What follows belongs to an exercise in optimizing a design on an open flow for small area and a short achievable clock period; a production flow would make more cautious choices.
The RTL was checked by simulation tests, not by an equivalence proof against the original design.

==> flow/design.v <==
module RF(clk, rstn, we, wa, wd, ra1, ra2, rd1, rd2);
  input clk, rstn;
  input we;
  input [2:0] wa;
  input [15:0] wd;
  input [2:0] ra1, ra2;
  output [15:0] rd1, rd2;
  reg [15:0] r [0:7];
  reg [7:0] v;
  always @(posedge clk) begin
    if (we)
      r[wa] <= wd;
  end
  always @(posedge clk or negedge rstn) begin
    if (!rstn)
      v <= 8'd0;
    else if (we)
      v[wa] <= 1'b1;
  end
  wire [7:0] s1 = (8'd1 << ra1) & v;
  wire [7:0] s2 = (8'd1 << ra2) & v;
  reg [15:0] o1, o2;
  integer i;
  always @(*) begin
    o1 = 16'd0;
    o2 = 16'd0;
    for (i = 0; i < 8; i = i + 1) begin
      o1 = o1 | (r[i] & {16{s1[i]}});
      o2 = o2 | (r[i] & {16{s2[i]}});
    end
  end
  assign rd1 = o1;
  assign rd2 = o2;
endmodule
module mul16(a, b, p);
  input [15:0] a, b;
  output [31:0] p;
  wire t1 = a[0] & b[0];
  wire t2 = a[0] & b[1];
  wire t3 = a[0] & b[2];
  wire t4 = a[0] & b[3];
  wire t5 = a[0] & b[4];
  wire t6 = a[0] & b[5];
  wire t7 = a[0] & b[6];
  wire t8 = a[0] & b[7];
  wire t9 = a[0] & b[8];
  wire t10 = a[0] & b[9];
  wire t11 = a[0] & b[10];
  wire t12 = a[0] & b[11];
  wire t13 = a[0] & b[12];
  wire t14 = a[0] & b[13];
  wire t15 = a[0] & b[14];
  wire t16 = a[0] & b[15];
  wire t17 = a[1] & b[0];
  wire t18 = a[1] & b[1];
  wire t19 = a[1] & b[2];
  wire t20 = a[1] & b[3];
  wire t21 = a[1] & b[4];
  wire t22 = a[1] & b[5];
  wire t23 = a[1] & b[6];
  wire t24 = a[1] & b[7];
  wire t25 = a[1] & b[8];
  wire t26 = a[1] & b[9];
  wire t27 = a[1] & b[10];
  wire t28 = a[1] & b[11];
  wire t29 = a[1] & b[12];
  wire t30 = a[1] & b[13];
  wire t31 = a[1] & b[14];
  wire t32 = a[1] & b[15];
  wire t33 = a[2] & b[0];
  wire t34 = a[2] & b[1];
  wire t35 = a[2] & b[2];
  wire t36 = a[2] & b[3];
  wire t37 = a[2] & b[4];
  wire t38 = a[2] & b[5];
  wire t39 = a[2] & b[6];
  wire t40 = a[2] & b[7];
  wire t41 = a[2] & b[8];
  wire t42 = a[2] & b[9];
  wire t43 = a[2] & b[10];
  wire t44 = a[2] & b[11];
  wire t45 = a[2] & b[12];
  wire t46 = a[2] & b[13];
  wire t47 = a[2] & b[14];
  wire t48 = a[2] & b[15];
  wire t49 = a[3] & b[0];
  wire t50 = a[3] & b[1];
  wire t51 = a[3] & b[2];
  wire t52 = a[3] & b[3];
  wire t53 = a[3] & b[4];
  wire t54 = a[3] & b[5];
  wire t55 = a[3] & b[6];
  wire t56 = a[3] & b[7];
  wire t57 = a[3] & b[8];
  wire t58 = a[3] & b[9];
  wire t59 = a[3] & b[10];
  wire t60 = a[3] & b[11];
  wire t61 = a[3] & b[12];
  wire t62 = a[3] & b[13];
  wire t63 = a[3] & b[14];
  wire t64 = a[3] & b[15];
  wire t65 = a[4] & b[0];
  wire t66 = a[4] & b[1];
  wire t67 = a[4] & b[2];
  wire t68 = a[4] & b[3];
  wire t69 = a[4] & b[4];
  wire t70 = a[4] & b[5];
  wire t71 = a[4] & b[6];
  wire t72 = a[4] & b[7];
  wire t73 = a[4] & b[8];
  wire t74 = a[4] & b[9];
  wire t75 = a[4] & b[10];
  wire t76 = a[4] & b[11];
  wire t77 = a[4] & b[12];
  wire t78 = a[4] & b[13];
  wire t79 = a[4] & b[14];
  wire t80 = a[4] & b[15];
  wire t81 = a[5] & b[0];
  wire t82 = a[5] & b[1];
  wire t83 = a[5] & b[2];
  wire t84 = a[5] & b[3];
  wire t85 = a[5] & b[4];
  wire t86 = a[5] & b[5];
  wire t87 = a[5] & b[6];
  wire t88 = a[5] & b[7];
  wire t89 = a[5] & b[8];
  wire t90 = a[5] & b[9];
  wire t91 = a[5] & b[10];
  wire t92 = a[5] & b[11];
  wire t93 = a[5] & b[12];
  wire t94 = a[5] & b[13];
  wire t95 = a[5] & b[14];
  wire t96 = a[5] & b[15];
  wire t97 = a[6] & b[0];
  wire t98 = a[6] & b[1];
  wire t99 = a[6] & b[2];
  wire t100 = a[6] & b[3];
  wire t101 = a[6] & b[4];
  wire t102 = a[6] & b[5];
  wire t103 = a[6] & b[6];
  wire t104 = a[6] & b[7];
  wire t105 = a[6] & b[8];
  wire t106 = a[6] & b[9];
  wire t107 = a[6] & b[10];
  wire t108 = a[6] & b[11];
  wire t109 = a[6] & b[12];
  wire t110 = a[6] & b[13];
  wire t111 = a[6] & b[14];
  wire t112 = a[6] & b[15];
  wire t113 = a[7] & b[0];
  wire t114 = a[7] & b[1];
  wire t115 = a[7] & b[2];
  wire t116 = a[7] & b[3];
  wire t117 = a[7] & b[4];
  wire t118 = a[7] & b[5];
  wire t119 = a[7] & b[6];
  wire t120 = a[7] & b[7];
  wire t121 = a[7] & b[8];
  wire t122 = a[7] & b[9];
  wire t123 = a[7] & b[10];
  wire t124 = a[7] & b[11];
  wire t125 = a[7] & b[12];
  wire t126 = a[7] & b[13];
  wire t127 = a[7] & b[14];
  wire t128 = a[7] & b[15];
  wire t129 = a[8] & b[0];
  wire t130 = a[8] & b[1];
  wire t131 = a[8] & b[2];
  wire t132 = a[8] & b[3];
  wire t133 = a[8] & b[4];
  wire t134 = a[8] & b[5];
  wire t135 = a[8] & b[6];
  wire t136 = a[8] & b[7];
  wire t137 = a[8] & b[8];
  wire t138 = a[8] & b[9];
  wire t139 = a[8] & b[10];
  wire t140 = a[8] & b[11];
  wire t141 = a[8] & b[12];
  wire t142 = a[8] & b[13];
  wire t143 = a[8] & b[14];
  wire t144 = a[8] & b[15];
  wire t145 = a[9] & b[0];
  wire t146 = a[9] & b[1];
  wire t147 = a[9] & b[2];
  wire t148 = a[9] & b[3];
  wire t149 = a[9] & b[4];
  wire t150 = a[9] & b[5];
  wire t151 = a[9] & b[6];
  wire t152 = a[9] & b[7];
  wire t153 = a[9] & b[8];
  wire t154 = a[9] & b[9];
  wire t155 = a[9] & b[10];
  wire t156 = a[9] & b[11];
  wire t157 = a[9] & b[12];
  wire t158 = a[9] & b[13];
  wire t159 = a[9] & b[14];
  wire t160 = a[9] & b[15];
  wire t161 = a[10] & b[0];
  wire t162 = a[10] & b[1];
  wire t163 = a[10] & b[2];
  wire t164 = a[10] & b[3];
  wire t165 = a[10] & b[4];
  wire t166 = a[10] & b[5];
  wire t167 = a[10] & b[6];
  wire t168 = a[10] & b[7];
  wire t169 = a[10] & b[8];
  wire t170 = a[10] & b[9];
  wire t171 = a[10] & b[10];
  wire t172 = a[10] & b[11];
  wire t173 = a[10] & b[12];
  wire t174 = a[10] & b[13];
  wire t175 = a[10] & b[14];
  wire t176 = a[10] & b[15];
  wire t177 = a[11] & b[0];
  wire t178 = a[11] & b[1];
  wire t179 = a[11] & b[2];
  wire t180 = a[11] & b[3];
  wire t181 = a[11] & b[4];
  wire t182 = a[11] & b[5];
  wire t183 = a[11] & b[6];
  wire t184 = a[11] & b[7];
  wire t185 = a[11] & b[8];
  wire t186 = a[11] & b[9];
  wire t187 = a[11] & b[10];
  wire t188 = a[11] & b[11];
  wire t189 = a[11] & b[12];
  wire t190 = a[11] & b[13];
  wire t191 = a[11] & b[14];
  wire t192 = a[11] & b[15];
  wire t193 = a[12] & b[0];
  wire t194 = a[12] & b[1];
  wire t195 = a[12] & b[2];
  wire t196 = a[12] & b[3];
  wire t197 = a[12] & b[4];
  wire t198 = a[12] & b[5];
  wire t199 = a[12] & b[6];
  wire t200 = a[12] & b[7];
  wire t201 = a[12] & b[8];
  wire t202 = a[12] & b[9];
  wire t203 = a[12] & b[10];
  wire t204 = a[12] & b[11];
  wire t205 = a[12] & b[12];
  wire t206 = a[12] & b[13];
  wire t207 = a[12] & b[14];
  wire t208 = a[12] & b[15];
  wire t209 = a[13] & b[0];
  wire t210 = a[13] & b[1];
  wire t211 = a[13] & b[2];
  wire t212 = a[13] & b[3];
  wire t213 = a[13] & b[4];
  wire t214 = a[13] & b[5];
  wire t215 = a[13] & b[6];
  wire t216 = a[13] & b[7];
  wire t217 = a[13] & b[8];
  wire t218 = a[13] & b[9];
  wire t219 = a[13] & b[10];
  wire t220 = a[13] & b[11];
  wire t221 = a[13] & b[12];
  wire t222 = a[13] & b[13];
  wire t223 = a[13] & b[14];
  wire t224 = a[13] & b[15];
  wire t225 = a[14] & b[0];
  wire t226 = a[14] & b[1];
  wire t227 = a[14] & b[2];
  wire t228 = a[14] & b[3];
  wire t229 = a[14] & b[4];
  wire t230 = a[14] & b[5];
  wire t231 = a[14] & b[6];
  wire t232 = a[14] & b[7];
  wire t233 = a[14] & b[8];
  wire t234 = a[14] & b[9];
  wire t235 = a[14] & b[10];
  wire t236 = a[14] & b[11];
  wire t237 = a[14] & b[12];
  wire t238 = a[14] & b[13];
  wire t239 = a[14] & b[14];
  wire t240 = a[14] & b[15];
  wire t241 = a[15] & b[0];
  wire t242 = a[15] & b[1];
  wire t243 = a[15] & b[2];
  wire t244 = a[15] & b[3];
  wire t245 = a[15] & b[4];
  wire t246 = a[15] & b[5];
  wire t247 = a[15] & b[6];
  wire t248 = a[15] & b[7];
  wire t249 = a[15] & b[8];
  wire t250 = a[15] & b[9];
  wire t251 = a[15] & b[10];
  wire t252 = a[15] & b[11];
  wire t253 = a[15] & b[12];
  wire t254 = a[15] & b[13];
  wire t255 = a[15] & b[14];
  wire t256 = a[15] & b[15];
  wire t257 = t14 ^ t29;
  wire t258 = t14 & t29;
  wire t259 = t15 ^ t30 ^ t45;
  wire t260 = ((t15 ^ t30) ? t45 : t15);
  wire t261 = t60 ^ t75;
  wire t262 = t60 & t75;
  wire t263 = t16 ^ t31 ^ t46;
  wire t264 = ((t16 ^ t31) ? t46 : t16);
  wire t265 = t61 ^ t76 ^ t91;
  wire t266 = ((t61 ^ t76) ? t91 : t61);
  wire t267 = t106 ^ t121;
  wire t268 = t106 & t121;
  wire t269 = t32 ^ t47 ^ t62;
  wire t270 = (t32 & t47) | (t32 & t62) | (t47 & t62);
  wire t271 = t77 ^ t92 ^ t107;
  wire t272 = (t77 & t92) | (t77 & t107) | (t92 & t107);
  wire t273 = t122 ^ t137;
  wire t274 = t122 & t137;
  wire t275 = t48 ^ t63 ^ t78;
  wire t276 = (t48 & t63) | (t48 & t78) | (t63 & t78);
  wire t277 = t93 ^ t108 ^ t123;
  wire t278 = (t93 & t108) | (t93 & t123) | (t108 & t123);
  wire t279 = t64 ^ t79 ^ t94;
  wire t280 = (t64 & t79) | (t64 & t94) | (t79 & t94);
  wire t281 = t10 ^ t25;
  wire t282 = t10 & t25;
  wire t283 = t11 ^ t26 ^ t41;
  wire t284 = ((t11 ^ t26) ? t41 : t11);
  wire t285 = t56 ^ t71;
  wire t286 = t56 & t71;
  wire t287 = t12 ^ t27 ^ t42;
  wire t288 = ((t12 ^ t27) ? t42 : t12);
  wire t289 = t57 ^ t72 ^ t87;
  wire t290 = ((t57 ^ t72) ? t87 : t57);
  wire t291 = t102 ^ t117;
  wire t292 = t102 & t117;
  wire t293 = t13 ^ t28 ^ t43;
  wire t294 = ((t13 ^ t28) ? t43 : t13);
  wire t295 = t58 ^ t73 ^ t88;
  wire t296 = ((t58 ^ t73) ? t88 : t58);
  wire t297 = t103 ^ t118 ^ t133;
  wire t298 = ((t103 ^ t118) ? t133 : t103);
  wire t299 = t148 ^ t163;
  wire t300 = t148 & t163;
  wire t301 = t257 ^ t44 ^ t59;
  wire t302 = ((t257 ^ t44) ? t59 : t257);
  wire t303 = t74 ^ t89 ^ t104;
  wire t304 = ((t74 ^ t89) ? t104 : t74);
  wire t305 = t119 ^ t134 ^ t149;
  wire t306 = ((t119 ^ t134) ? t149 : t119);
  wire t307 = t164 ^ t179 ^ t194;
  wire t308 = ((t164 ^ t179) ? t194 : t164);
  wire t309 = t258 ^ t259 ^ t261;
  wire t310 = ((t258 ^ t259) ? t261 : t258);
  wire t311 = t90 ^ t105 ^ t120;
  wire t312 = ((t90 ^ t105) ? t120 : t90);
  wire t313 = t135 ^ t150 ^ t165;
  wire t314 = ((t135 ^ t150) ? t165 : t135);
  wire t315 = t180 ^ t195 ^ t210;
  wire t316 = ((t180 ^ t195) ? t210 : t180);
  wire t317 = t260 ^ t262 ^ t263;
  wire t318 = ((t260 ^ t262) ? t263 : t260);
  wire t319 = t265 ^ t267 ^ t136;
  wire t320 = ((t265 ^ t267) ? t136 : t265);
  wire t321 = t151 ^ t166 ^ t181;
  wire t322 = ((t151 ^ t166) ? t181 : t151);
  wire t323 = t196 ^ t211 ^ t226;
  wire t324 = ((t196 ^ t211) ? t226 : t196);
  wire t325 = t264 ^ t266 ^ t268;
  wire t326 = (t264 & t266) | (t264 & t268) | (t266 & t268);
  wire t327 = t269 ^ t271 ^ t273;
  wire t328 = (t269 & t271) | (t269 & t273) | (t271 & t273);
  wire t329 = t152 ^ t167 ^ t182;
  wire t330 = (t152 & t167) | (t152 & t182) | (t167 & t182);
  wire t331 = t197 ^ t212 ^ t227;
  wire t332 = (t197 & t212) | (t197 & t227) | (t212 & t227);
  wire t333 = t270 ^ t272 ^ t274;
  wire t334 = (t270 & t272) | (t270 & t274) | (t272 & t274);
  wire t335 = t275 ^ t277 ^ t138;
  wire t336 = (t275 & t277) | (t275 & t138) | (t277 & t138);
  wire t337 = t153 ^ t168 ^ t183;
  wire t338 = (t153 & t168) | (t153 & t183) | (t168 & t183);
  wire t339 = t198 ^ t213 ^ t228;
  wire t340 = (t198 & t213) | (t198 & t228) | (t213 & t228);
  wire t341 = t276 ^ t278 ^ t279;
  wire t342 = (t276 & t278) | (t276 & t279) | (t278 & t279);
  wire t343 = t109 ^ t124 ^ t139;
  wire t344 = (t109 & t124) | (t109 & t139) | (t124 & t139);
  wire t345 = t154 ^ t169 ^ t184;
  wire t346 = (t154 & t169) | (t154 & t184) | (t169 & t184);
  wire t347 = t199 ^ t214 ^ t229;
  wire t348 = (t199 & t214) | (t199 & t229) | (t214 & t229);
  wire t349 = t280 ^ t80 ^ t95;
  wire t350 = (t280 & t80) | (t280 & t95) | (t80 & t95);
  wire t351 = t110 ^ t125 ^ t140;
  wire t352 = (t110 & t125) | (t110 & t140) | (t125 & t140);
  wire t353 = t155 ^ t170 ^ t185;
  wire t354 = (t155 & t170) | (t155 & t185) | (t170 & t185);
  wire t355 = t200 ^ t215 ^ t230;
  wire t356 = (t200 & t215) | (t200 & t230) | (t215 & t230);
  wire t357 = t96 ^ t111 ^ t126;
  wire t358 = (t96 & t111) | (t96 & t126) | (t111 & t126);
  wire t359 = t141 ^ t156 ^ t171;
  wire t360 = (t141 & t156) | (t141 & t171) | (t156 & t171);
  wire t361 = t186 ^ t201 ^ t216;
  wire t362 = (t186 & t201) | (t186 & t216) | (t201 & t216);
  wire t363 = t112 ^ t127 ^ t142;
  wire t364 = (t112 & t127) | (t112 & t142) | (t127 & t142);
  wire t365 = t157 ^ t172 ^ t187;
  wire t366 = (t157 & t172) | (t157 & t187) | (t172 & t187);
  wire t367 = t128 ^ t143 ^ t158;
  wire t368 = (t128 & t143) | (t128 & t158) | (t143 & t158);
  wire t369 = t7 ^ t22;
  wire t370 = t7 & t22;
  wire t371 = t8 ^ t23 ^ t38;
  wire t372 = ((t8 ^ t23) ? t38 : t8);
  wire t373 = t53 ^ t68;
  wire t374 = t53 & t68;
  wire t375 = t9 ^ t24 ^ t39;
  wire t376 = ((t9 ^ t24) ? t39 : t9);
  wire t377 = t54 ^ t69 ^ t84;
  wire t378 = ((t54 ^ t69) ? t84 : t54);
  wire t379 = t99 ^ t114;
  wire t380 = t99 & t114;
  wire t381 = t281 ^ t40 ^ t55;
  wire t382 = ((t281 ^ t40) ? t55 : t281);
  wire t383 = t70 ^ t85 ^ t100;
  wire t384 = ((t70 ^ t85) ? t100 : t70);
  wire t385 = t115 ^ t130 ^ t145;
  wire t386 = ((t115 ^ t130) ? t145 : t115);
  wire t387 = t282 ^ t283 ^ t285;
  wire t388 = ((t282 ^ t283) ? t285 : t282);
  wire t389 = t86 ^ t101 ^ t116;
  wire t390 = ((t86 ^ t101) ? t116 : t86);
  wire t391 = t131 ^ t146 ^ t161;
  wire t392 = ((t131 ^ t146) ? t161 : t131);
  wire t393 = t284 ^ t286 ^ t287;
  wire t394 = ((t284 ^ t286) ? t287 : t284);
  wire t395 = t289 ^ t291 ^ t132;
  wire t396 = ((t289 ^ t291) ? t132 : t289);
  wire t397 = t147 ^ t162 ^ t177;
  wire t398 = ((t147 ^ t162) ? t177 : t147);
  wire t399 = t288 ^ t290 ^ t292;
  wire t400 = ((t288 ^ t290) ? t292 : t288);
  wire t401 = t293 ^ t295 ^ t297;
  wire t402 = ((t293 ^ t295) ? t297 : t293);
  wire t403 = t299 ^ t178 ^ t193;
  wire t404 = ((t299 ^ t178) ? t193 : t299);
  wire t405 = t294 ^ t296 ^ t298;
  wire t406 = ((t294 ^ t296) ? t298 : t294);
  wire t407 = t300 ^ t301 ^ t303;
  wire t408 = ((t300 ^ t301) ? t303 : t300);
  wire t409 = t305 ^ t307 ^ t209;
  wire t410 = ((t305 ^ t307) ? t209 : t305);
  wire t411 = t302 ^ t304 ^ t306;
  wire t412 = ((t302 ^ t304) ? t306 : t302);
  wire t413 = t308 ^ t309 ^ t311;
  wire t414 = ((t308 ^ t309) ? t311 : t308);
  wire t415 = t313 ^ t315 ^ t225;
  wire t416 = ((t313 ^ t315) ? t225 : t313);
  wire t417 = t310 ^ t312 ^ t314;
  wire t418 = ((t310 ^ t312) ? t314 : t310);
  wire t419 = t316 ^ t317 ^ t319;
  wire t420 = ((t316 ^ t317) ? t319 : t316);
  wire t421 = t321 ^ t323 ^ t241;
  wire t422 = ((t321 ^ t323) ? t241 : t321);
  wire t423 = t318 ^ t320 ^ t322;
  wire t424 = (t318 & t320) | (t318 & t322) | (t320 & t322);
  wire t425 = t324 ^ t325 ^ t327;
  wire t426 = (t324 & t325) | (t324 & t327) | (t325 & t327);
  wire t427 = t329 ^ t331 ^ t242;
  wire t428 = (t329 & t331) | (t329 & t242) | (t331 & t242);
  wire t429 = t326 ^ t328 ^ t330;
  wire t430 = (t326 & t328) | (t326 & t330) | (t328 & t330);
  wire t431 = t332 ^ t333 ^ t335;
  wire t432 = (t332 & t333) | (t332 & t335) | (t333 & t335);
  wire t433 = t337 ^ t339 ^ t243;
  wire t434 = (t337 & t339) | (t337 & t243) | (t339 & t243);
  wire t435 = t334 ^ t336 ^ t338;
  wire t436 = (t334 & t336) | (t334 & t338) | (t336 & t338);
  wire t437 = t340 ^ t341 ^ t343;
  wire t438 = (t340 & t341) | (t340 & t343) | (t341 & t343);
  wire t439 = t345 ^ t347 ^ t244;
  wire t440 = (t345 & t347) | (t345 & t244) | (t347 & t244);
  wire t441 = t342 ^ t344 ^ t346;
  wire t442 = (t342 & t344) | (t342 & t346) | (t344 & t346);
  wire t443 = t348 ^ t349 ^ t351;
  wire t444 = (t348 & t349) | (t348 & t351) | (t349 & t351);
  wire t445 = t353 ^ t355 ^ t245;
  wire t446 = (t353 & t355) | (t353 & t245) | (t355 & t245);
  wire t447 = t350 ^ t352 ^ t354;
  wire t448 = (t350 & t352) | (t350 & t354) | (t352 & t354);
  wire t449 = t356 ^ t357 ^ t359;
  wire t450 = (t356 & t357) | (t356 & t359) | (t357 & t359);
  wire t451 = t361 ^ t231 ^ t246;
  wire t452 = (t361 & t231) | (t361 & t246) | (t231 & t246);
  wire t453 = t358 ^ t360 ^ t362;
  wire t454 = (t358 & t360) | (t358 & t362) | (t360 & t362);
  wire t455 = t363 ^ t365 ^ t202;
  wire t456 = (t363 & t365) | (t363 & t202) | (t365 & t202);
  wire t457 = t217 ^ t232 ^ t247;
  wire t458 = (t217 & t232) | (t217 & t247) | (t232 & t247);
  wire t459 = t364 ^ t366 ^ t367;
  wire t460 = (t364 & t366) | (t364 & t367) | (t366 & t367);
  wire t461 = t173 ^ t188 ^ t203;
  wire t462 = (t173 & t188) | (t173 & t203) | (t188 & t203);
  wire t463 = t218 ^ t233 ^ t248;
  wire t464 = (t218 & t233) | (t218 & t248) | (t233 & t248);
  wire t465 = t368 ^ t144 ^ t159;
  wire t466 = (t368 & t144) | (t368 & t159) | (t144 & t159);
  wire t467 = t174 ^ t189 ^ t204;
  wire t468 = (t174 & t189) | (t174 & t204) | (t189 & t204);
  wire t469 = t219 ^ t234 ^ t249;
  wire t470 = (t219 & t234) | (t219 & t249) | (t234 & t249);
  wire t471 = t160 ^ t175 ^ t190;
  wire t472 = (t160 & t175) | (t160 & t190) | (t175 & t190);
  wire t473 = t205 ^ t220 ^ t235;
  wire t474 = (t205 & t220) | (t205 & t235) | (t220 & t235);
  wire t475 = t176 ^ t191 ^ t206;
  wire t476 = (t176 & t191) | (t176 & t206) | (t191 & t206);
  wire t477 = t5 ^ t20;
  wire t478 = t5 & t20;
  wire t479 = t6 ^ t21 ^ t36;
  wire t480 = ((t6 ^ t21) ? t36 : t6);
  wire t481 = t51 ^ t66;
  wire t482 = t51 & t66;
  wire t483 = t369 ^ t37 ^ t52;
  wire t484 = ((t369 ^ t37) ? t52 : t369);
  wire t485 = t67 ^ t82 ^ t97;
  wire t486 = ((t67 ^ t82) ? t97 : t67);
  wire t487 = t370 ^ t371 ^ t373;
  wire t488 = ((t370 ^ t371) ? t373 : t370);
  wire t489 = t83 ^ t98 ^ t113;
  wire t490 = ((t83 ^ t98) ? t113 : t83);
  wire t491 = t372 ^ t374 ^ t375;
  wire t492 = ((t372 ^ t374) ? t375 : t372);
  wire t493 = t377 ^ t379 ^ t129;
  wire t494 = ((t377 ^ t379) ? t129 : t377);
  wire t495 = t376 ^ t378 ^ t380;
  wire t496 = ((t376 ^ t378) ? t380 : t376);
  wire t497 = t381 ^ t383 ^ t385;
  wire t498 = ((t381 ^ t383) ? t385 : t381);
  wire t499 = t382 ^ t384 ^ t386;
  wire t500 = ((t382 ^ t384) ? t386 : t382);
  wire t501 = t387 ^ t389 ^ t391;
  wire t502 = ((t387 ^ t389) ? t391 : t387);
  wire t503 = t388 ^ t390 ^ t392;
  wire t504 = ((t388 ^ t390) ? t392 : t388);
  wire t505 = t393 ^ t395 ^ t397;
  wire t506 = ((t393 ^ t395) ? t397 : t393);
  wire t507 = t394 ^ t396 ^ t398;
  wire t508 = ((t394 ^ t396) ? t398 : t394);
  wire t509 = t399 ^ t401 ^ t403;
  wire t510 = ((t399 ^ t401) ? t403 : t399);
  wire t511 = t400 ^ t402 ^ t404;
  wire t512 = ((t400 ^ t402) ? t404 : t400);
  wire t513 = t405 ^ t407 ^ t409;
  wire t514 = ((t405 ^ t407) ? t409 : t405);
  wire t515 = t406 ^ t408 ^ t410;
  wire t516 = ((t406 ^ t408) ? t410 : t406);
  wire t517 = t411 ^ t413 ^ t415;
  wire t518 = ((t411 ^ t413) ? t415 : t411);
  wire t519 = t412 ^ t414 ^ t416;
  wire t520 = ((t412 ^ t414) ? t416 : t412);
  wire t521 = t417 ^ t419 ^ t421;
  wire t522 = ((t417 ^ t419) ? t421 : t417);
  wire t523 = t418 ^ t420 ^ t422;
  wire t524 = (t418 & t420) | (t418 & t422) | (t420 & t422);
  wire t525 = t423 ^ t425 ^ t427;
  wire t526 = (t423 & t425) | (t423 & t427) | (t425 & t427);
  wire t527 = t424 ^ t426 ^ t428;
  wire t528 = (t424 & t426) | (t424 & t428) | (t426 & t428);
  wire t529 = t429 ^ t431 ^ t433;
  wire t530 = (t429 & t431) | (t429 & t433) | (t431 & t433);
  wire t531 = t430 ^ t432 ^ t434;
  wire t532 = (t430 & t432) | (t430 & t434) | (t432 & t434);
  wire t533 = t435 ^ t437 ^ t439;
  wire t534 = (t435 & t437) | (t435 & t439) | (t437 & t439);
  wire t535 = t436 ^ t438 ^ t440;
  wire t536 = (t436 & t438) | (t436 & t440) | (t438 & t440);
  wire t537 = t441 ^ t443 ^ t445;
  wire t538 = (t441 & t443) | (t441 & t445) | (t443 & t445);
  wire t539 = t442 ^ t444 ^ t446;
  wire t540 = (t442 & t444) | (t442 & t446) | (t444 & t446);
  wire t541 = t447 ^ t449 ^ t451;
  wire t542 = (t447 & t449) | (t447 & t451) | (t449 & t451);
  wire t543 = t448 ^ t450 ^ t452;
  wire t544 = (t448 & t450) | (t448 & t452) | (t450 & t452);
  wire t545 = t453 ^ t455 ^ t457;
  wire t546 = (t453 & t455) | (t453 & t457) | (t455 & t457);
  wire t547 = t454 ^ t456 ^ t458;
  wire t548 = (t454 & t456) | (t454 & t458) | (t456 & t458);
  wire t549 = t459 ^ t461 ^ t463;
  wire t550 = (t459 & t461) | (t459 & t463) | (t461 & t463);
  wire t551 = t460 ^ t462 ^ t464;
  wire t552 = (t460 & t462) | (t460 & t464) | (t462 & t464);
  wire t553 = t465 ^ t467 ^ t469;
  wire t554 = (t465 & t467) | (t465 & t469) | (t467 & t469);
  wire t555 = t466 ^ t468 ^ t470;
  wire t556 = (t466 & t468) | (t466 & t470) | (t468 & t470);
  wire t557 = t471 ^ t473 ^ t250;
  wire t558 = (t471 & t473) | (t471 & t250) | (t473 & t250);
  wire t559 = t472 ^ t474 ^ t475;
  wire t560 = (t472 & t474) | (t472 & t475) | (t474 & t475);
  wire t561 = t221 ^ t236 ^ t251;
  wire t562 = (t221 & t236) | (t221 & t251) | (t236 & t251);
  wire t563 = t476 ^ t192 ^ t207;
  wire t564 = (t476 & t192) | (t476 & t207) | (t192 & t207);
  wire t565 = t222 ^ t237 ^ t252;
  wire t566 = (t222 & t237) | (t222 & t252) | (t237 & t252);
  wire t567 = t208 ^ t223 ^ t238;
  wire t568 = (t208 & t223) | (t208 & t238) | (t223 & t238);
  wire t569 = t4 ^ t19;
  wire t570 = t4 & t19;
  wire t571 = t477 ^ t35 ^ t50;
  wire t572 = ((t477 ^ t35) ? t50 : t477);
  wire t573 = t478 ^ t479 ^ t481;
  wire t574 = ((t478 ^ t479) ? t481 : t478);
  wire t575 = t480 ^ t482 ^ t483;
  wire t576 = ((t480 ^ t482) ? t483 : t480);
  wire t577 = t484 ^ t486 ^ t487;
  wire t578 = ((t484 ^ t486) ? t487 : t484);
  wire t579 = t488 ^ t490 ^ t491;
  wire t580 = ((t488 ^ t490) ? t491 : t488);
  wire t581 = t492 ^ t494 ^ t495;
  wire t582 = ((t492 ^ t494) ? t495 : t492);
  wire t583 = t496 ^ t498 ^ t499;
  wire t584 = ((t496 ^ t498) ? t499 : t496);
  wire t585 = t500 ^ t502 ^ t503;
  wire t586 = ((t500 ^ t502) ? t503 : t500);
  wire t587 = t504 ^ t506 ^ t507;
  wire t588 = ((t504 ^ t506) ? t507 : t504);
  wire t589 = t508 ^ t510 ^ t511;
  wire t590 = ((t508 ^ t510) ? t511 : t508);
  wire t591 = t512 ^ t514 ^ t515;
  wire t592 = ((t512 ^ t514) ? t515 : t512);
  wire t593 = t516 ^ t518 ^ t519;
  wire t594 = ((t516 ^ t518) ? t519 : t516);
  wire t595 = t520 ^ t522 ^ t523;
  wire t596 = (t520 & t522) | (t520 & t523) | (t522 & t523);
  wire t597 = t524 ^ t526 ^ t527;
  wire t598 = (t524 & t526) | (t524 & t527) | (t526 & t527);
  wire t599 = t528 ^ t530 ^ t531;
  wire t600 = (t528 & t530) | (t528 & t531) | (t530 & t531);
  wire t601 = t532 ^ t534 ^ t535;
  wire t602 = (t532 & t534) | (t532 & t535) | (t534 & t535);
  wire t603 = t536 ^ t538 ^ t539;
  wire t604 = (t536 & t538) | (t536 & t539) | (t538 & t539);
  wire t605 = t540 ^ t542 ^ t543;
  wire t606 = (t540 & t542) | (t540 & t543) | (t542 & t543);
  wire t607 = t544 ^ t546 ^ t547;
  wire t608 = (t544 & t546) | (t544 & t547) | (t546 & t547);
  wire t609 = t548 ^ t550 ^ t551;
  wire t610 = (t548 & t550) | (t548 & t551) | (t550 & t551);
  wire t611 = t552 ^ t554 ^ t555;
  wire t612 = (t552 & t554) | (t552 & t555) | (t554 & t555);
  wire t613 = t556 ^ t558 ^ t559;
  wire t614 = (t556 & t558) | (t556 & t559) | (t558 & t559);
  wire t615 = t560 ^ t562 ^ t563;
  wire t616 = (t560 & t562) | (t560 & t563) | (t562 & t563);
  wire t617 = t564 ^ t566 ^ t567;
  wire t618 = (t564 & t566) | (t564 & t567) | (t566 & t567);
  wire t619 = t568 ^ t224 ^ t239;
  wire t620 = (t568 & t224) | (t568 & t239) | (t224 & t239);
  wire t621 = t3 ^ t18;
  wire t622 = t3 & t18;
  wire t623 = t569 ^ t34 ^ t49;
  wire t624 = ((t569 ^ t34) ? t49 : t569);
  wire t625 = t570 ^ t571 ^ t65;
  wire t626 = ((t570 ^ t571) ? t65 : t570);
  wire t627 = t572 ^ t573 ^ t81;
  wire t628 = ((t572 ^ t573) ? t81 : t572);
  wire t629 = t574 ^ t575 ^ t485;
  wire t630 = ((t574 ^ t575) ? t485 : t574);
  wire t631 = t576 ^ t577 ^ t489;
  wire t632 = ((t576 ^ t577) ? t489 : t576);
  wire t633 = t578 ^ t579 ^ t493;
  wire t634 = ((t578 ^ t579) ? t493 : t578);
  wire t635 = t580 ^ t581 ^ t497;
  wire t636 = ((t580 ^ t581) ? t497 : t580);
  wire t637 = t582 ^ t583 ^ t501;
  wire t638 = ((t582 ^ t583) ? t501 : t582);
  wire t639 = t584 ^ t585 ^ t505;
  wire t640 = ((t584 ^ t585) ? t505 : t584);
  wire t641 = t586 ^ t587 ^ t509;
  wire t642 = ((t586 ^ t587) ? t509 : t586);
  wire t643 = t588 ^ t589 ^ t513;
  wire t644 = ((t588 ^ t589) ? t513 : t588);
  wire t645 = t590 ^ t591 ^ t517;
  wire t646 = ((t590 ^ t591) ? t517 : t590);
  wire t647 = t592 ^ t593 ^ t521;
  wire t648 = ((t592 ^ t593) ? t521 : t592);
  wire t649 = t594 ^ t595 ^ t525;
  wire t650 = (t594 & t595) | (t594 & t525) | (t595 & t525);
  wire t651 = t596 ^ t597 ^ t529;
  wire t652 = (t596 & t597) | (t596 & t529) | (t597 & t529);
  wire t653 = t598 ^ t599 ^ t533;
  wire t654 = (t598 & t599) | (t598 & t533) | (t599 & t533);
  wire t655 = t600 ^ t601 ^ t537;
  wire t656 = (t600 & t601) | (t600 & t537) | (t601 & t537);
  wire t657 = t602 ^ t603 ^ t541;
  wire t658 = (t602 & t603) | (t602 & t541) | (t603 & t541);
  wire t659 = t604 ^ t605 ^ t545;
  wire t660 = (t604 & t605) | (t604 & t545) | (t605 & t545);
  wire t661 = t606 ^ t607 ^ t549;
  wire t662 = (t606 & t607) | (t606 & t549) | (t607 & t549);
  wire t663 = t608 ^ t609 ^ t553;
  wire t664 = (t608 & t609) | (t608 & t553) | (t609 & t553);
  wire t665 = t610 ^ t611 ^ t557;
  wire t666 = (t610 & t611) | (t610 & t557) | (t611 & t557);
  wire t667 = t612 ^ t613 ^ t561;
  wire t668 = (t612 & t613) | (t612 & t561) | (t613 & t561);
  wire t669 = t614 ^ t615 ^ t565;
  wire t670 = (t614 & t615) | (t614 & t565) | (t615 & t565);
  wire t671 = t616 ^ t617 ^ t253;
  wire t672 = (t616 & t617) | (t616 & t253) | (t617 & t253);
  wire t673 = t618 ^ t619 ^ t254;
  wire t674 = (t618 & t619) | (t618 & t254) | (t619 & t254);
  wire t675 = t620 ^ t240 ^ t255;
  wire t676 = (t620 & t240) | (t620 & t255) | (t240 & t255);
  wire [31:0] x = {1'b0, t676, t674, t672, t670, t668, t666, t664, t662, t660, t658, t656, t654, t652, t650, t648, t646, t644, t642, t640, t638, t636, t634, t632, t630, t628, t626, t624, t622, t621, t2, t1};
  wire [31:0] y = {1'b0, t256, t675, t673, t671, t669, t667, t665, t663, t661, t659, t657, t655, t653, t651, t649, t647, t645, t643, t641, t639, t637, t635, t633, t631, t629, t627, t625, t623, t33, t17, 1'b0};
  assign p = x + y;
endmodule
module CL_02(clk, rstn, imem_addr, imem_data, dmem_addr, dmem_wdata, dmem_we, dmem_re, dmem_rdata, wb_en, wb_rd, wb_data);
  input clk, rstn;
  input [15:0] imem_data;
  input [15:0] dmem_rdata;
  output [7:0] imem_addr;
  output [15:0] dmem_addr, dmem_wdata;
  output dmem_we, dmem_re;
  output wb_en;
  output [2:0] wb_rd;
  output [15:0] wb_data;
  reg [7:0]  pc;
  reg [15:0] ir;
  reg [15:0] opa, opb;
  reg [15:0] lo, hi;
  reg        hl_v;
  wire [3:0] op = ir[3:0];
  wire [2:0] rd = ir[6:4];
  wire [5:0] imm = ir[15:10];
  wire [2:0] sh = ir[15:13];
  wire is_lw   = (op == 4'b0111);
  wire is_sw   = (op == 4'b1000);
  wire is_b    = (op == 4'b1001);
  wire is_mul  = (op == 4'b1010);
  wire use_imm = (op == 4'b0101) || is_lw || is_sw;
  wire [15:0] addb = use_imm ? {10'd0, imm} : opb;
  wire [15:0] sum = opa + addb;
  wire [31:0] prod;
  mul16 u_mul(.a(opa), .b(opb), .p(prod));
  reg [15:0] res;
  always @(*) begin
    case (op)
      4'b0001: res = opa << sh;
      4'b0010: res = opa >> sh;
      4'b0011: res = opa | opb;
      4'b0100: res = opa & opb;
      4'b0110: res = {10'd0, imm};
      4'b0111: res = dmem_rdata;
      4'b1010: res = prod[15:0];
      4'b1011: res = lo & {16{hl_v}};
      4'b1100: res = hi & {16{hl_v}};
      default: res = sum;
    endcase
  end
  assign wb_en      = !(is_sw || is_b);
  assign wb_rd      = rd;
  assign wb_data    = res;
  assign dmem_addr  = sum;
  assign dmem_wdata = opb;
  assign dmem_we    = is_sw;
  assign dmem_re    = is_lw;
  assign imem_addr  = pc;
  wire n_sw = (imem_data[3:0] == 4'b1000);
  wire [2:0] ra1 = imem_data[9:7];
  wire [2:0] ra2 = n_sw ? imem_data[6:4] : imem_data[12:10];
  wire [15:0] rf_d1, rf_d2;
  RF u_rf(.clk(clk), .rstn(rstn), .we(wb_en), .wa(rd), .wd(res),
          .ra1(ra1), .ra2(ra2), .rd1(rf_d1), .rd2(rf_d2));
  wire fwd1 = wb_en && (rd == ra1);
  wire fwd2 = wb_en && (rd == ra2);
  wire [15:0] a_next = fwd1 ? res : rf_d1;
  wire [15:0] b_next = fwd2 ? res : rf_d2;
  always @(posedge clk or negedge rstn) begin
    if (!rstn) begin
      pc         <= 8'd0;
      ir[3:0]    <= 4'b0110;
      ir[6:4]    <= 3'd0;
      ir[15:10]  <= 6'd0;
    end else begin
      pc         <= is_b ? ir[11:4] : pc + 8'd1;
      ir[3:0]    <= imem_data[3:0];
      ir[6:4]    <= imem_data[6:4];
      ir[15:10]  <= imem_data[15:10];
    end
  end
  always @(posedge clk) begin
    ir[9:7] <= imem_data[9:7];
    opa     <= a_next;
    opb     <= b_next;
  end
  always @(posedge clk) begin
    if (is_mul) begin
      lo <= prod[15:0];
      hi <= prod[31:16];
    end
  end
  always @(posedge clk or negedge rstn) begin
    if (!rstn)
      hl_v <= 1'b0;
    else if (is_mul)
      hl_v <= 1'b1;
  end
endmodule
==> flow/run.sh <==
#!/bin/bash
# synth_recipe.tcl (not shown) runs the flow's synth.tcl, then flattens the netlist and writes it again
# the make line also repeats each setting of config.mk as NAME=value (left out here)
make -C /OpenROAD-flow-scripts/flow DESIGN_CONFIG=/design/flow/config.mk WORK_HOME=/design/flow/orfs CLKGATE_MAP_FILE= SYNTH_SCRIPT=/design/flow/synth_recipe.tcl finish
==> flow/config.mk <==
export PLATFORM = sky130hd
export DESIGN_NAME = CL_02
export DESIGN_NICKNAME = CL_02
export VERILOG_FILES = /design/flow/design.v
export SDC_FILE = /design/flow/constraint.sdc
export NUM_CORES = 4
export LEC_CHECK = 0
export CAP_MARGIN = 20
export CORE_MARGIN = 2
export CORE_UTILIZATION = 40
export SETUP_SLACK_MARGIN = 4
export SLEW_MARGIN = 20
==> flow/constraint.sdc <==
create_clock -name core_clock -period 11.0 [get_ports {clk}]
set_input_delay 2.2000 -clock core_clock [delete_from_list [all_inputs] [get_ports {clk}]]
set_output_delay 2.2000 -clock core_clock [all_outputs]
set_load 0.01 [all_outputs]
==> flow_summary.ini, run 1 <==
[timing]
setup_violations = 0
max_clock_freq_mhz = 143.4
finalHoldViolations = 0
fin_ws_ns = 4.029
period_share_pct = 63.38
slew_violations = 0
worstMarginPinSlew_ns = 1.202
rsz0062_at_grt = true
skew_ns = 0.01415
slew_headroom_pct = 19.41
fin_tns_setup_ns = 0
finalCriticalPeriod_ns = 6.971

[setup_path]
endpoint_kind = output pin
rr_worst_depth = 23
cp_common_cell = a21o_1
timing.reg2reg.setup_slack_ns = 4.81
cpPeakStageDelay_ns = 0.41
startpoint_type = flop
worstPathArrival_ns = 4.77
crit-reg2reg-capture = hi[14]
r2r_start = opa[2]
worstPathRequired_ns = 8.80
crit_slowest_cell = dfxtp_4
crit_fanout = 11
path_class = reg2out
path_cells = buf_12 -> and2_1 -> ha_4 -> xnor2_2 -> xnor2_1 -> maj3_2 -> maj3_1 -> ha_1 -> a21o_1 -> a21o_1 -> a21oi_2 -> inv_1 -> a211oi_2 -> o211ai_1 -> o41a_1 -> o2111ai_2 -> o21ai_2 -> inv_2 -> buf_6

[floorplan]
dieArea_um2 = 50820
boundaryPins = 96
num_rows = 81
die_h_um = 225.4
die_w_um = 225.4
start_util_pct = 40.31
core_area_um2 = 48650

[yosys]
synth_top_area_share_pct = 24.50
ys_seq_area_share_pct = 31.91
syn_avg_cell_area_um2 = 9.339
synth_top_cell_by_area = edfxtp_1
synth_cells = 2100
synth_edf_count = 160
syn_nets = 2304
synthFlopType = edfxtp_1
synthTopCellsByCount = nand2_1 (263), edfxtp_1 (160), xnor2_1 (153)
ys_top_cells_by_area = edfxtp_1 (24%), fa_1 (11%), xnor2_1 (6.8%)
synth-seq-cells = 225
yosysMostFrequentCell = nand2_1
synthesis.area_um2 = 19610
ys.warnings.count = 2
yosys.cell_types.count = 82
synthArstFlopShare_pct = 13.33

[cts]
ctsHoldBuffers = 0
cts_sinks = 225
clk_pin_slew_ns = 0.06
cts-root-buf = clkbuf_16
clock_path_buffers = 3
cts_tree = yes
worstSkewPairLatency_ns = 0.55
cts_buffers = 25
htreeDepth = 1

[cells_and_area]
regArea_um2 = 6314
finish.net_count = 2416
fill_cells = 4485
diodes = 0
fin_cells = 2852
multiInputGateArea_um2 = 12980
area_delta_synth_final_pct = 21.58
drive_gt1_share_pct = 16.10

[routing]
via_per_inst = 5.924
drc = 0
postRouteAntennaNets = 0
first_pass_iters = 6
wl_per_cell_um = 23.96
first_iter_violations = 2055
via_count = 16890
wirelength_um = 68320

[place]
dp_slack_ns = 3.256
dp_cells = 2743
routabilityCongestion = 0.9447
dpl.hpwl_um = 45180
portBuffers = 95

[worst_hold_path]
min_to = pc[3]
holdPathStages = 2
holdCritStartpoint = ir[7]
hold_path.class = reg2reg

[grt]
antenna_found_initial = 3
grt_pass1_wl_um = 99470
grt.overflow.total = 0
grt_util_all_layers_pct = 25.71
grt_pass1_vias = 16620
grt_max_degree = 39

[run]
drv_cap = 0

[status]
status = finished clean
==> stage by stage <==
step	util [%]	cell area, µm²	hold slack (ns)
after floorplan	-	19610	0.4096
after global placement	43.93	21370	0.4167
after detailed placement	43.98	21390	0.4179
after CTS	46.59	22660	0.4372
after global routing	49.01	23840	0.4625
final	49.01	23840	0.4345
==> worst max-delay path, delay by kind of cell, from the launching register on <==
family | cells | cell delay [ns]
and+or+nand+nor | 1 | 0.17
DFF | 1 | 0.41
adders and majority gates | 4 | 1.26
buffers and inverters | 4 | 0.50
AOI/OAI and AO/OA | 8 | 1.57
xor gates and xnor gates | 2 | 0.31
==> per-layer routing <==
layer  part of all wire [%]  track usage, %
met5                      0               0
met4                    3.7           9.165
met3                    9.2           4.433
met2                     48           43.90
met1                     39           32.72
==> placed cells by master (no fill, tap or decap), types with 30 or more instances in the layout <==
| cell type | instances |
|---|---|
| and2_1 | 104 |
| clkbuf_16 | 34 |
| ha_1 | 56 |
| o21ai_0 | 55 |
| a21o_1 | 30 |
| a21oi_1 | 95 |
| clkdlybuf4s50_1 | 88 |
| nand3_1 | 47 |
| edfxtp_1 | 160 |
| fa_1 | 106 |
| maj3_1 | 49 |
| mux2i_1 | 30 |
| a221oi_1 | 41 |
| xnor2_1 | 122 |
| nand2_1 | 257 |
| xor2_1 | 66 |
| nor2_1 | 93 |
| inv_1 | 134 |
| a22oi_1 | 83 |
| buf_4 | 91 |
==> flip-flops by register name, summed over array words and instances (netlist names) <==
register,flops
u_rf.r,128
hi,16
ir,16
lo,16
opa,16
opb,16
pc,8
u_rf.v,8
hl_v,1
==> cell families (layout without fill, tap and decap cells) <==
logic type / Yosys count / in the layout / synth area share (%)
multiplexers: 49 / 49 / 2.667
XOR/XNOR: 230 / 230 / 10.61
buffers and inverters: 286 / 416 / 5.716
flip-flops: 225 / 225 / 31.91
AO/OA/AOI/OAI: 453 / 453 / 15.59
AND/OR/NAND/NOR: 619 / 619 / 15.11
adder cells (fa/ha/maj): 238 / 238 / 18.39
==> how the worst max path moves through the flow <==
| stage | to | from | depth (start not counted) |
|---|---|---|---|
| final | wb_data[15] | opb[4] | 19 |
| after global routing | wb_data[10] | opb[3] | 17 |
| after CTS | wb_data[15] | opb[6] | 20 |
| after detailed placement | wb_data[15] | opb[7] | 20 |
| after global placement | wb_data[14] | ir[2] | 18 |
| after floorplan | wb_data[15] | opb[4] | 20 |
==> repair_timing <==
item / CTS / global route
gates cloned: 1 / 9
setup buffers: 17 / 36
endpoints found under the setup margin: 12 / 22
pin swaps: 14 / 44
gates resized for setup: 91 / 162
==> layout make-up <==
class / instances / share of cell area [%]
inverter: 147 / 2.314
clock buffer: 27 / 2.655
timing repair buffer: 224 / 9.923
tap: 622 / 3.264
multi-input combinational: 1589 / 54.45
clock inverter: 18 / 0.9131
sequential: 225 / 26.48
==> inputs of run 2 (changes only) <==
--- a/flow/config.mk
+++ b/flow/config.mk
@@ -8,5 +8,5 @@
 export CAP_MARGIN = 20
 export CORE_MARGIN = 2
 export CORE_UTILIZATION = 40
-export SETUP_SLACK_MARGIN = 4
+export SETUP_SLACK_MARGIN = 5
 export SLEW_MARGIN = 20
==> run 2 against run 1 <==
  * Setup slack improved by 0.15 ns
  * Via count increased by 2.5%
  * Clock skew about the same
  * Global-route usage increased by 1.2 points
==> flow_summary.ini, run 2 <==
[status]
status = finished clean

[cells_and_area]
drive_gt1_share_pct = 21.94
design_area_um2 = 24830
final_common_cell = nand2_1
fill_cells = 4378
finish.net_count = 2469
final_cell_mix = nand2_1 (258), edfxtp_1 (160), buf_4 (140)
area_delta_synth_final_pct = 26.59
largest_register = u_rf.r
largest_reg_flops = 128
diodes = 0

[yosys]
ys_seq_area_share_pct = 31.91
synthesis.area_um2 = 19610
ys.warnings.count = 2
synthFlopType = edfxtp_1
synth-seq-cells = 225
synthTopCellsByCount = nand2_1 (263), edfxtp_1 (160), xnor2_1 (153)
synth_top_area_share_pct = 24.50
synthArstFlopShare_pct = 13.33
syn_avg_cell_area_um2 = 9.339
synth_top_cell_by_area = edfxtp_1
yosys.cell_types.count = 82
yosysMostFrequentCell = nand2_1
ys_top_cells_by_area = edfxtp_1 (24%), fa_1 (11%), xnor2_1 (6.8%)
synth_edf_count = 160
synth_cells = 2100
syn_nets = 2304

[place]
dpl.hpwl_um = 44660
dp_slack_ns = 3.348
placed_area_um2 = 21430
portBuffers = 95
routabilityCongestion = 0.9322

[setup_path]
path_cells = buf_6 -> and2_4 -> ha_4 -> inv_2 -> maj3_2 -> maj3_2 -> nor2_4 -> nand2b_4 -> xnor2_4 -> maj3_1 -> ha_4 -> inv_1 -> o21ba_2 -> xnor2_2 -> a21o_1 -> o21ai_2 -> inv_2 -> clkdlybuf4s15_1
crit_fanout = 5
worstPathRequired_ns = 8.80
endpoint_kind = output pin
worstPathArrival_ns = 4.62
rr_worst_depth = 23
crit_slowest_cell = maj3_1
r2r_start = opa[3]
crit-reg2reg-capture = hi[12]
path_class = reg2out
cpPeakStageDelay_ns = 0.42
timing.reg2reg.setup_slack_ns = 5.06
startpoint_type = flop

[worst_hold_path]
hold_path.class = reg2reg
holdCritStartpoint = ir[8]
min_to = pc[4]
holdPathStages = 2

[floorplan]
die_h_um = 225.4
start_util_pct = 40.31
dieArea_um2 = 50820
num_rows = 81
boundaryPins = 96
die_w_um = 225.4
core_area_um2 = 48650

[routing]
wirelength_um = 70400
first_pass_iters = 8
postRouteAntennaNets = 0
wl_per_cell_um = 24.23
drc = 0
via_count = 17320
via_per_inst = 5.962
first_iter_violations = 1922

[timing]
slew_headroom_pct = 20.72
finalCriticalPeriod_ns = 6.822
setup_violations = 0
finalHoldViolations = 0
fin_tns_setup_ns = 0
slew_violations = 0
skew_ns = 0.01392
rsz0062_at_grt = true
period_share_pct = 62.02
worstMarginPinSlew_ns = 1.179
fin_ws_ns = 4.178
max_clock_freq_mhz = 146.6

[grt]
grt_util_all_layers_pct = 26.94
grt.overflow.total = 0
grt_pass1_wl_um = 103900
grt_pass1_vias = 17410
grt_max_degree = 45
antenna_found_initial = 2

[cts]
htreeDepth = 1
cts-root-buf = clkbuf_16
clock_path_buffers = 3
cts_sinks = 225
clk_pin_slew_ns = 0.07
ctsHoldBuffers = 0
cts_buffers = 25
worstSkewPairLatency_ns = 0.53
cts_tree = yes

[run]
drv_cap = 0
## run 2: changes by cell type in the layout (fill, tap and decap cells not counted), moves of 6 or more
cell             change
buf_4               +49
clkdlybuf4s50_1     -15
a21oi_1             -14
ha_1                -12
ha_4                +12
buf_6               +11
a21oi_2              +9
xnor2_2              +9
o21ai_0              -8
xnor2_1              -8
bufbuf_16            +7
clkbuf_16            -6
## run 2: timing repair
action | in CTS | in global routing
gates cloned | 9 | 1
buffers inserted | 77 | 35
endpoints found under the setup margin | 35 | 31
resized for setup | 318 | 94
pin swaps | 80 | 60
## run 2: kinds of logic (layout without fill, tap and decap cells)
group	Yosys count	count (layout)	synth area share, %
buffers and inverters	286	469	5.716
adder cells (fa/ha/maj)	238	238	18.39
multiplexers	49	49	2.667
XOR/XNOR	230	230	10.61
AND/OR/NAND/NOR	619	619	15.11
flip-flops	225	225	31.91
AO/OA/AOI/OAI	453	453	15.59
## run 2: routing by layer
metal | vias up | share of wire [%] | global-route usage, %
met4 | 0 | 5.3 | 11.90
met5 | - | 0 | 0
met1 | 8563 | 39 | 33.98
met2 | 858 | 47 | 45.20
li1 | 7677 | - | -
met3 | 221 | 8.7 | 4.798
## run 2: per-stage QoR
stage	util, %	hold slack, ns	std cells
floorplan	-	0.4096	2100
global placement	44.05	0.4194	2738
detailed placement	44.06	0.4257	2738
CTS	49.52	0.4410	2869
global route	51.03	0.4629	2905
finish	51.03	0.4420	2905
## run 2: cell type report
type	instances	area, µm²	share of cell area, %
Inverter	147	561.8	2.263
Timing Repair Buffer	277	2851	11.49
Clock buffer	32	704.4	2.837
Clock inverter	13	102.6	0.4133
Tap cell	622	778.2	3.135
Sequential cell	225	6334	25.51
Multi-Input combinational cell	1589	13490	54.35
## run 2: worst max path at each step
stage | start | endpoint | slack (ns) | cells past startpoint
CTS | opb[12] | wb_data[15] | 4.27 | 19
global placement | opb[5] | wb_data[13] | 3.40 | 19
global route | opb[5] | wb_data[15] | 4.03 | 19
finish | opa[1] | wb_data[13] | 4.18 | 18
floorplan | opa[1] | wb_data[15] | 4.98 | 18
detailed placement | opb[5] | wb_data[13] | 3.35 | 19
## run 2: worst max-delay path, delay by kind of cell (launching register included)
kind                     cells  cell delay, ns
buffers and inverters        5            0.66
AND/OR/NAND/NOR              3            0.43
adder cells (fa/ha/maj)      5            1.74
AO/OA/AOI/OAI                3            0.54
flip-flops                   1            0.39
XOR/XNOR                     2            0.31
==> inputs of run 3 (changes only) <==
==> flow/flow/run.sh (new file) <==
#!/bin/bash
# The standard layout (standard.sh: ORFS synthesis through finish), with
# the input and output ports buffered by buf_1 cells instead of the default
# delay buffers.  The ORFS logs stay under orfs/logs; make's own output goes
# to standard.log.
set -o pipefail
bash standard.sh finish BUFFER_PORTS_ARGS="-buffer_cell sky130_fd_sc_hd__buf_1" > standard.log 2>&1
==> flow/standard.sh (new file) <==
#!/bin/bash
# synth_recipe.tcl (not shown) runs the flow's synth.tcl, then flattens the netlist and writes it again
# the make line also repeats each setting of config.mk as NAME=value (left out here)
make -C /OpenROAD-flow-scripts/flow DESIGN_CONFIG=/design/flow/config.mk WORK_HOME=/design/flow/orfs CLKGATE_MAP_FILE= SYNTH_SCRIPT=/design/flow/synth_recipe.tcl "${@:-finish}"
--- a/flow/config.mk
+++ b/flow/config.mk
@@ -8,5 +8,5 @@
 export CAP_MARGIN = 20
 export CORE_MARGIN = 2
 export CORE_UTILIZATION = 40
-export SETUP_SLACK_MARGIN = 5
+export SETUP_SLACK_MARGIN = 4
 export SLEW_MARGIN = 20
removed: flow/run.sh
==> run 3 against run 2 <==
  * Sequential share of layout area rose by 2.7 points
  * Setup slack got worse by 0.26 ns
  * Critical endpoint is now wb_data[15]
  * Largest cell class unchanged
  * Highest routed layer is now met5
==> flow_summary.ini, run 3 <==
[yosys]
yosysMostFrequentCell = nand2_1
yosys.area_share.adder_pct = 18.39
yosys.cell_types.count = 82
synth_edf_count = 160
synthFlopType = edfxtp_1
synthTopCellsByCount = nand2_1 (263), edfxtp_1 (160), xnor2_1 (153)
synthesis.area_um2 = 19610
synth_mux_area_share_pct = 2.667
synth_cells = 2100
syn_nets = 2304
synth_top_area_share_pct = 24.50
ys_top_cells_by_area = edfxtp_1 (24%), fa_1 (11%), xnor2_1 (6.8%)
synth-seq-cells = 225
synthXorXnorAreaFrac_pct = 10.61
synthArstFlopShare_pct = 13.33
ys.warnings.count = 2
synth-compound-area-share_pct = 15.59
synth_top_family_by_area = adder cells
syn_avg_cell_area_um2 = 9.339
post_synth_and_or_nand_nor_area_fraction_pct = 15.11
synth_top_cell_by_area = edfxtp_1
ys_seq_area_share_pct = 31.91

[timing]
setup_violations = 0
max_clock_freq_mhz = 141.3
skew_ns = 0.01481
fin_tns_setup_ns = 0
finalCriticalPeriod_ns = 7.078
slew_headroom_pct = 19.37
finalHoldViolations = 0
hold_ws_ns = 0.4409
period_share_pct = 64.35
slew_violations = 0
rsz0062_at_grt = true
worstMarginPinSlew_ns = 1.199

[routing]
via_per_inst = 5.966
drc = 0
wl_per_cell_um = 23.45
postRouteAntennaNets = 0
first_iter_violations = 1722
via_count = 16770
wirelength_um = 65900
first_pass_iters = 8

[cts]
clk_pin_slew_ns = 0.07
worstSkewPairLatency_ns = 0.55
clock_path_buffers = 3
htreeDepth = 1
cts_buffers = 25
cts-root-buf = clkbuf_16
cts_sinks = 225
ctsHoldBuffers = 0
cts_tree = yes

[cells_and_area]
largest_register = u_rf.r
multiInputGateArea_um2 = 12660
fill_cells = 4599
drive_gt1_share_pct = 11.20
finish.net_count = 2375
final_common_cell = nand2_1
area_delta_synth_final_pct = 13.75
largest_reg_flops = 128
final_cell_mix = nand2_1 (263), edfxtp_1 (160), xnor2_1 (138)
regArea_um2 = 6282

[grt]
grt_util_all_layers_pct = 25.58
grt_pass1_wl_um = 99440
antenna_found_initial = 3
grt_pass1_vias = 16940
grt_max_degree = 39
grt.overflow.total = 0

[setup_path]
r2r_start = opb[14]
worstPathRequired_ns = 8.80
crit_fanout = 11
path_class = reg2out
crit_slowest_cell = ha_2
startpoint_type = flop
cp-startpoint = opa[1]
cpPeakStageDelay_ns = 0.40
path_cells = buf_12 -> and2_1 -> ha_1 -> inv_1 -> maj3_2 -> maj3_1 -> nor2_1 -> nand2b_4 -> xnor2_2 -> xnor2_1 -> ha_2 -> nand4_1 -> inv_2 -> a211oi_2 -> buf_4 -> o41a_1 -> o2111ai_4 -> o21ai_4 -> inv_2 -> buf_2
endpoint_kind = output pin
cp_common_cell = inv_2
worstPathArrival_ns = 4.88

[worst_hold_path]
holdCritStartpoint = ir[7]
hold_path.class = reg2reg

[floorplan]
core_area_um2 = 48650
die_h_um = 225.4
boundaryPins = 96
start_util_pct = 40.31
num_rows = 81
dieArea_um2 = 50820
die_w_um = 225.4

[place]
portBuffers = 95
dpl.hpwl_um = 44940
routabilityCongestion = 0.9353

[run]
drv_cap = 0

[status]
status = finished clean
-- run 3: cell counts after synthesis --
No cell type changed its count.
-- run 3: through the flow --
step	instances	cell area [µm²]	setup WS [ns]	utilization [%]
2_1_floorplan	2100	19610	4.401	-
3_3_place_gp	2740	20760	3.491	42.67
3_5_place_dp	2740	20760	3.456	42.68
4_1_cts	2793	21830	3.857	44.88
5_1_grt	2809	22310	3.726	45.85
6_report	2810	22310	3.922	45.86
-- run 3: cells by family (layout without fill, tap and decap cells) --
kind of cell,after synthesis,in the layout
adder cells (fa/ha/maj),238,238
AO/OA/AOI/OAI,453,453
other,0,1
multiplexers,49,49
flip-flops,225,225
XOR/XNOR,230,230
AND/OR/NAND/NOR,619,619
buffers and inverters,286,373
-- run 3: path summary, 6_finish.rpt --
check                                    to  slack [ns]  cells past startpoint
worst max-delay path            wb_data[15]        3.92                     20
worst min-delay path                  pc[3]        0.44                      2
worst max register to register       hi[14]        4.62                     24
worst min register to register        pc[3]        0.44                      2
max in group asynchronous             ir[3]        8.75                      1
min in group asynchronous         u_rf.v[7]        1.72                      1
-- run 3: critical path: cells and delay by family (launching register included) --
| kind | cells | cell delay [ns] |
|---|---|---|
| flip-flops | 1 | 0.36 |
| buffers and inverters | 6 | 0.75 |
| AO/OA/AOI/OAI | 4 | 0.90 |
| AND/OR/NAND/NOR | 4 | 0.70 |
| XOR/XNOR | 2 | 0.24 |
| adder cells (fa/ha/maj) | 4 | 1.39 |
-- run 3: final cells by class --
class	instances	area share [%]
Multi-Input combinational cell	1589	56.73
Sequential cell	225	28.16
Timing Repair Buffer	183	5.676
Tap cell	622	3.489
Clock buffer	37	3.147
Inverter	147	2.474
Clock inverter	6	0.3085
Antenna cell	1	0.01122
-- run 3: per-layer routing --
layer	part of all wire, %	GRT usage, %	vias to the layer above	wire (µm)
met4	4.6	10.94	2	3008
li1	-	-	7492	-
met2	48	43.59	887	31440
met1	39	32.17	8178	25740
met5	0.020	0	-	13
met3	8.6	4.042	206	5692
-- run 3: timing repair --
action	CTS	global route
resized for setup	57	77
setup endpoints to repair	13	12
pin swaps	2	22
setup buffers	9	14
gates cloned	1	2

==> what the ideal ports hide <==
The flow's constraints put no driver on any port. The routed layouts listed below were extracted and timed again, unchanged, in two steps. Step 1 sets driving cells, clkbuf_16 on the clock port and buf_2 on the other inputs (assumed; they add their load-dependent delay and slew). Step 2 moves the port delays by t, midway between the first and last clock arrival at a register: inputs arrive t later, outputs are due t later. That takes back most of the time a late clock gives input paths. Slacks: ideal ports / drivers / drivers and shift; pairs: ideal ports / drivers.
run	shift t [ns]	setup WS [ns]	worst hold slack (ns)	pins driven straight from the clock port
run 1	0.599	4.029 / 3.977 / 4.193	0.434 / 0.434 / 0.434	1
run 2	0.573	4.178 / 4.129 / 4.155	0.442 / 0.442 / 0.442	1
run 3	0.591	3.922 / 3.872 / 4.463	0.441 / 0.441 / 0.441	1
After both steps every run listed still meets setup and hold. The setup slack of run 2, which loses most, moves by -0.049 ns with the drivers and by -0.023 ns with both steps.
